Context: an optimization exercise on an open-source flow, tuned for small area and a short achievable clock period. The choices shown serve that exercise and are no tape-out recipe.
Function was checked by simulation only, so behaviour that the tests miss may differ from the original.
No activity file was given, so power comes from the tool's default toggle rates.

==> v14 <==
Design piano_top, start of the top module:
module piano_top (
    input CP,
    input clr,
    input[4:0] sw,
    input[4:0] Button,
    input[11:0] rom_data,
    output[16:0] rom_addr,
    output melody,
    output[4:0] led,
    output[6:0] a_to_g,
    output[3:0] an,
    output hsync,vsync,
    output[3:0] red,green,blue
);
    wire pix_en, s, key_en, beat;
    wire[2:0] k;
    wire[1:0] free_o, o;
    wire[2:0] free_t, t;
    wire[4:0] auto_note, pcol;
    wire[10:0] rc;
    wire rm;
    wire idle, in_bar;
    wire[9:0] hc, vc;
    assign led = sw;
    Clkdiv U1(.CP(CP), .clr(clr), .pix_en(pix_en), .s(s), .key_en(key_en), .beat(beat));
    Key_dejitter U2(.CP(CP), .clr(clr), .key_en(key_en), .Button(Button), .k(k));
    Free_play U3(.sw(sw[4:2]), .k(k), .o(free_o), .t(free_t));
    Auto_play U4(.CP(CP), .clr(clr), .beat(beat), .sw(sw[1:0]), .auto_note(auto_note), .rc(rc), .rm(rm));
    Select_frequency U5(.sw(sw[1:0]), .free_o(free_o), .free_t(free_t), .auto_note(auto_note),
                        .o(o), .t(t), .idle(idle));
    Generate_melody U6(.CP(CP), .clr(clr), .o(o), .t(t), .idle(idle), .melody(melody));
    Display_melody U7(.s(s), .sw(sw), .k(k), .auto_note(auto_note), .a_to_g(a_to_g), .an(an));
    VGA_640x480 U8(.CP(CP), .clr(clr), .pix_en(pix_en), .hsync(hsync), .vsync(vsync),
                   .hc(hc), .vc(vc));
    Press_signal U9(.hc(hc), .pcol(pcol));
    Bar U10(.rc(rc), .rm(rm), .hc(hc), .pcol(pcol), .vc(vc), .in_bar(in_bar));
    VGA_picture U11(.CP(CP), .pix_en(pix_en), .hc(hc), .vc(vc), .rom_data(rom_data),
                    .rom_addr(rom_addr), .sw(sw), .k(k), .auto_note(auto_note), .pcol(pcol),
                    .in_bar(in_bar), .red(red), .green(green), .blue(blue));
endmodule
==> module Bar, before the edit <==
module Bar (
    input[10:0] rc,      
    input rm,            
    input[9:0] hc,
    input[4:0] pcol,
    input[9:0] vc,
    output in_bar
);
    reg[3:0] a;
    reg bf;
    always @(*) begin
        if (vc >= 10'd281) a = 11;
        else if (vc >= 10'd256) a = 10;
        else if (vc >= 10'd231) a = 9;
        else if (vc >= 10'd206) a = 8;
        else if (vc >= 10'd181) a = 7;
        else if (vc >= 10'd156) a = 6;
        else if (vc >= 10'd131) a = 5;
        else if (vc >= 10'd106) a = 4;
        else if (vc >= 10'd81) a = 3;
        else if (vc >= 10'd56) a = 2;
        else a = 1;
        bf = !(vc == 10'd31 || vc == 10'd56 || vc == 10'd81 || vc == 10'd106 ||
               vc == 10'd131 || vc == 10'd156 || vc == 10'd181 || vc == 10'd206 ||
               vc == 10'd231 || vc == 10'd256 || vc == 10'd281);
    end
    wire[6:0] tau = rc[6:0] - {3'd0, a};
    wire[6:0] bcol;
    reg[6:0] cov;
    always @(*)
        case (tau[6:0])
            7'd3: cov[0] = 1'b1;
            7'd4: cov[0] = (bf ? 1'b1 : 1'b0);
            7'd35: cov[0] = 1'b1;
            7'd36: cov[0] = (bf ? 1'b1 : 1'b0);
            7'd39: cov[0] = 1'b1;
            7'd40: cov[0] = (bf ? 1'b1 : 1'b0);
            7'd61: cov[0] = (a >= 4'd5);
            7'd62: cov[0] = (a >= 4'd4);
            7'd63: cov[0] = (a >= 4'd3);
            7'd64: cov[0] = (a >= 4'd2);
            7'd65: cov[0] = 1'b1;
            7'd66: cov[0] = (bf ? 1'b1 : 1'b0);
            default: cov[0] = 1'b0;
        endcase
    always @(*)
        case (tau[6:0])
            7'd45: cov[1] = (a >= 4'd2);
            7'd46: cov[1] = 1'b1;
            7'd47: cov[1] = (bf ? 1'b1 : 1'b0);
            7'd59: cov[1] = 1'b1;
            7'd60: cov[1] = (bf ? 1'b1 : 1'b0);
            default: cov[1] = 1'b0;
        endcase
    always @(*)
        case (tau[6:0])
            7'd43: cov[2] = 1'b1;
            7'd44: cov[2] = (bf ? 1'b1 : 1'b0);
            7'd48: cov[2] = (bf ? 1'b1 : 1'b0);
            7'd56: cov[2] = (bf ? 1'b1 : 1'b0);
            default: cov[2] = 1'b0;
        endcase
    always @(*)
        case (tau[6:0])
            7'd17: cov[3] = 1'b1;
            7'd18: cov[3] = (bf ? 1'b1 : 1'b0);
            7'd19: cov[3] = (bf ? 1'b1 : 1'b0);
            7'd20: cov[3] = (bf ? 1'b1 : 1'b0);
            7'd27: cov[3] = 1'b1;
            7'd28: cov[3] = (bf ? 1'b1 : 1'b0);
            7'd37: cov[3] = 1'b1;
            7'd38: cov[3] = (bf ? 1'b1 : 1'b0);
            7'd41: cov[3] = 1'b1;
            7'd42: cov[3] = (bf ? 1'b1 : 1'b0);
            7'd49: cov[3] = 1'b1;
            7'd50: cov[3] = (bf ? 1'b1 : 1'b0);
            7'd57: cov[3] = 1'b1;
            7'd58: cov[3] = (bf ? 1'b1 : 1'b0);
            default: cov[3] = 1'b0;
        endcase
    always @(*)
        case (tau[6:0])
            7'd13: cov[4] = (a >= 4'd3);
            7'd14: cov[4] = (a >= 4'd2);
            7'd15: cov[4] = 1'b1;
            7'd16: cov[4] = (bf ? 1'b1 : 1'b0);
            7'd25: cov[4] = 1'b1;
            7'd26: cov[4] = (bf ? 1'b1 : 1'b0);
            7'd29: cov[4] = (a >= 4'd5);
            7'd30: cov[4] = (a >= 4'd4);
            7'd31: cov[4] = (a >= 4'd3);
            7'd32: cov[4] = (a >= 4'd2);
            7'd33: cov[4] = 1'b1;
            7'd34: cov[4] = (bf ? 1'b1 : 1'b0);
            7'd51: cov[4] = (bf ? 1'b1 : 1'b0);
            7'd52: cov[4] = (bf ? 1'b1 : 1'b0);
            7'd53: cov[4] = (a >= 4'd2);
            7'd54: cov[4] = 1'b1;
            7'd55: cov[4] = (bf ? 1'b1 : 1'b0);
            default: cov[4] = 1'b0;
        endcase
    always @(*)
        case (tau[6:0])
            7'd5: cov[5] = (a >= 4'd2);
            7'd6: cov[5] = 1'b1;
            7'd7: cov[5] = (bf ? 1'b1 : 1'b0);
            7'd8: cov[5] = (bf ? 1'b1 : 1'b0);
            7'd11: cov[5] = 1'b1;
            7'd12: cov[5] = (bf ? 1'b1 : 1'b0);
            7'd23: cov[5] = 1'b1;
            7'd24: cov[5] = (bf ? 1'b1 : 1'b0);
            default: cov[5] = 1'b0;
        endcase
    always @(*)
        case (tau[6:0])
            7'd9: cov[6] = 1'b1;
            7'd10: cov[6] = (bf ? 1'b1 : 1'b0);
            7'd21: cov[6] = 1'b1;
            7'd22: cov[6] = (bf ? 1'b1 : 1'b0);
            default: cov[6] = 1'b0;
        endcase
    assign bcol[0] = (pcol == 5'd5);
    assign bcol[1] = (pcol == 5'd6);
    assign bcol[2] = (pcol == 5'd7);
    assign bcol[3] = (pcol == 5'd9);
    assign bcol[4] = (pcol == 5'd10);
    assign bcol[5] = (pcol == 5'd11);
    assign bcol[6] = (pcol == 5'd12);
    wire first_px = (hc == 10'd484) || (hc == 10'd515) || (hc == 10'd545) || (hc == 10'd575) || (hc == 10'd606) || (hc == 10'd637) || (hc == 10'd667);
    assign in_bar = !rm && (rc[10:7] == 0) && |(cov & bcol) && !first_px;
endmodule
Settings: LEC_CHECK=0, CAP_MARGIN=20, CORE_MARGIN=2, CORE_UTILIZATION=65, PLACE_DENSITY=0.75, SLEW_MARGIN=20; clock period 100.0 ns.
standard.sh (not shown) runs the stock make flow with config.mk's settings and CLKGATE_MAP_FILE= SYNTH_SCRIPT=/design/flow/synth_recipe.tcl, a recipe that flattens the netlist after the stock synthesis.
==> flow/flow/run.sh <==
#!/bin/bash
# The standard layout (standard.sh), with these changes:
# - synthesis (flow/my_synth.tcl): arithmetic maps to plain gates (no
#   Kogge-Stone carry map, no full-adder cells) and ABC runs an area-oriented
#   script with deep logic resynthesis (flow/area.abc); registers and their
#   names are as in the standard synthesis;
# - port buffers are the smallest buffer cell;
# - the clock tree uses clkbuf_4 cells and no dummy loads;
# - repair_timing works on paths with less than 57.7 ns of slack: the paths
#   from the switch inputs to the outputs, which set the period reached.
# make's output goes to standard.log; each step's log is under orfs/logs.
set -euo pipefail
here=$(pwd)
bash standard.sh SYNTH_SCRIPT=$here/flow/my_synth.tcl ADDER_MAP_FILE= \
  "BUFFER_PORTS_ARGS=-buffer_cell sky130_fd_sc_hd__buf_1" \
  "CTS_ARGS=-sink_clustering_enable -repair_clock_nets -buf_list sky130_fd_sc_hd__clkbuf_4 -sink_clustering_size 20 -sink_clustering_max_diameter 300 -sink_buffer_max_cap_derate 1.0 -dont_use_dummy_load" \
  SETUP_SLACK_MARGIN=57.7 \
  finish > standard.log 2>&1
==> flow/flow/area.abc <==
strash; ifraig; dc2; dc2; dc2; &get -n; &deepsyn -T 300; &put; strash; &get -n; &st; &dch -f; &nf -R 1000; &put; topo
==> flow/flow/my_synth.tcl <==
# The standard flow's synthesis (ORFS synth.tcl, without Yosys's fsm and share passes), with
# ripple arithmetic instead of the Kogge-Stone carry map and an area-oriented
# ABC script (flow/area.abc).
set my_dir [file dirname [file normalize [info script]]]
proc synth {args} {
  set out {}
  set skip 0
  foreach a $args {
    if {$skip} { set skip 0; continue }
    if {$a eq "-extra-map"} { set skip 1; continue }
    lappend out $a
  }
  yosys synth -nofsm -noshare {*}$out
}
proc abc {args} {
  global my_dir
  set out {}
  set skip 0
  foreach a $args {
    if {$skip} { set skip 0; continue }
    if {$a eq "-script"} { set skip 1; continue }
    lappend out $a
  }
  yosys abc -script $my_dir/area.abc {*}$out
}
source $::env(SCRIPTS_DIR)/synth.tcl
# left out here: clear keep_hierarchy, flatten, clean up, hide names made inside functions, write 1_2_yosys.v
==> v15: changes against v14 <==
--- a/flow/design.v
+++ b/flow/design.v
@@ -759,3 +759,3 @@
     end
-    wire[6:0] tau = rc[6:0] - {3'd0, a};
+    wire[10:0] tau = rc - a;
     wire[6:0] bcol;
@@ -862,3 +862,3 @@
     wire first_px = (hc == 10'd484) || (hc == 10'd515) || (hc == 10'd545) || (hc == 10'd575) || (hc == 10'd606) || (hc == 10'd637) || (hc == 10'd667);
-    assign in_bar = !rm && (rc[10:7] == 0) && |(cov & bcol) && !first_px;
+    assign in_bar = !rm && (tau[10:7] == 0) && |(cov & bcol) && !first_px;
 endmodule
==> flow/flow/run.sh (replaced) <==
#!/bin/bash
# The standard layout (standard.sh), with these changes:
# - synthesis (flow/my_synth.tcl): arithmetic maps to plain gates (no
#   Kogge-Stone carry map, no full-adder cells) and ABC runs an area-oriented
#   script (flow/area.abc); registers and their names are as standard;
# - port buffers are the smallest buffer cell;
# - the clock tree uses clkbuf_4 cells and no dummy loads.
# make's output goes to standard.log; each step's log is under orfs/logs.
set -euo pipefail
here=$(pwd)
bash standard.sh SYNTH_SCRIPT=$here/flow/my_synth.tcl ADDER_MAP_FILE= \
  "BUFFER_PORTS_ARGS=-buffer_cell sky130_fd_sc_hd__buf_1" \
  "CTS_ARGS=-sink_clustering_enable -repair_clock_nets -buf_list sky130_fd_sc_hd__clkbuf_4 -sink_clustering_size 20 -sink_clustering_max_diameter 300 -sink_buffer_max_cap_derate 1.0 -dont_use_dummy_load" \
  finish > standard.log 2>&1
==> flow/flow/area.abc (replaced) <==
strash; ifraig; dc2; dc2; dc2; &get -n; &st; &dch -f; &nf -a -R 1000; &put; topo
--- a/flow/flow/my_synth.tcl
+++ b/flow/flow/my_synth.tcl
@@ -2,3 +2,3 @@
 # ripple arithmetic instead of the Kogge-Stone carry map and an area-oriented
-# ABC script (flow/area.abc).
+# ABC script.
 set my_dir [file dirname [file normalize [info script]]]
==> comparison table <==
| metric | v14 | v15 |
|---|---|---|
| Global-route track usage on met2 | 54.19% | 59.27% |
| Final GP Congestion | 1.012 | 1.001 |
| Fraction of power consumed by the clock network | 25.1% | 26.3% |
| Actual slew at the worst max-slew pin | 0.9466 ns | 1.108 ns |
| Nets | 1121 | 1276 |
| Max-Slew Margin vs Limit | 36.31% | 25.08% |
| Dpl hpwl | 15.95 mm | 20.13 mm |
| Hold EP | U1.kq[5] | U1.kq[1] |
| Number of instances in the synthesized netlist | 1013 | 1167 |
| Status | timing/DRC/antenna clean | timing/DRC/antenna clean |
| Worst clock skew | 0.03798 ns | 0.03129 ns |
| Worst setup timing slack at the placement stage | 57.11 ns | 57.03 ns |
| Worst hold path startpoint | U1.kq[4] | U1.kq[0] |
| Post-route met1 wirelength | 9.383 mm | 11.03 mm |

re-timing with driven ports:
The flow's constraints put no driver on any port. The routed layouts listed below were extracted and timed again, unchanged, in two steps.
Step 1 assumes that a clkbuf_16 drives the clock port and a buf_2 every other input.
Step 2 adds t to the input delays and takes it off the output delays; t is the mean of the earliest and latest rising clock arrival at the registers after step 1. Input paths then give back, and output paths get back, about the clock's delay inside the block.
Three values: ideal, step 1, step 2; two values: the first two.
run	t, ns	setup WS [ns]	worst setup path after step 2	latest minus earliest clock arrival (ns)	slew at the worst register clock pin (ns)
v14	0.557	57.816 / 57.793 / 57.793	input to output	0.043 / 0.044	0.12 / 0.12
v15	0.582	56.994 / 56.972 / 56.972	input to output	0.039 / 0.039	0.12 / 0.12
After both steps every run listed still meets setup and hold. The setup slack of v14, which loses most, moves by -0.023 ns with the drivers and by -0.023 ns with both steps.
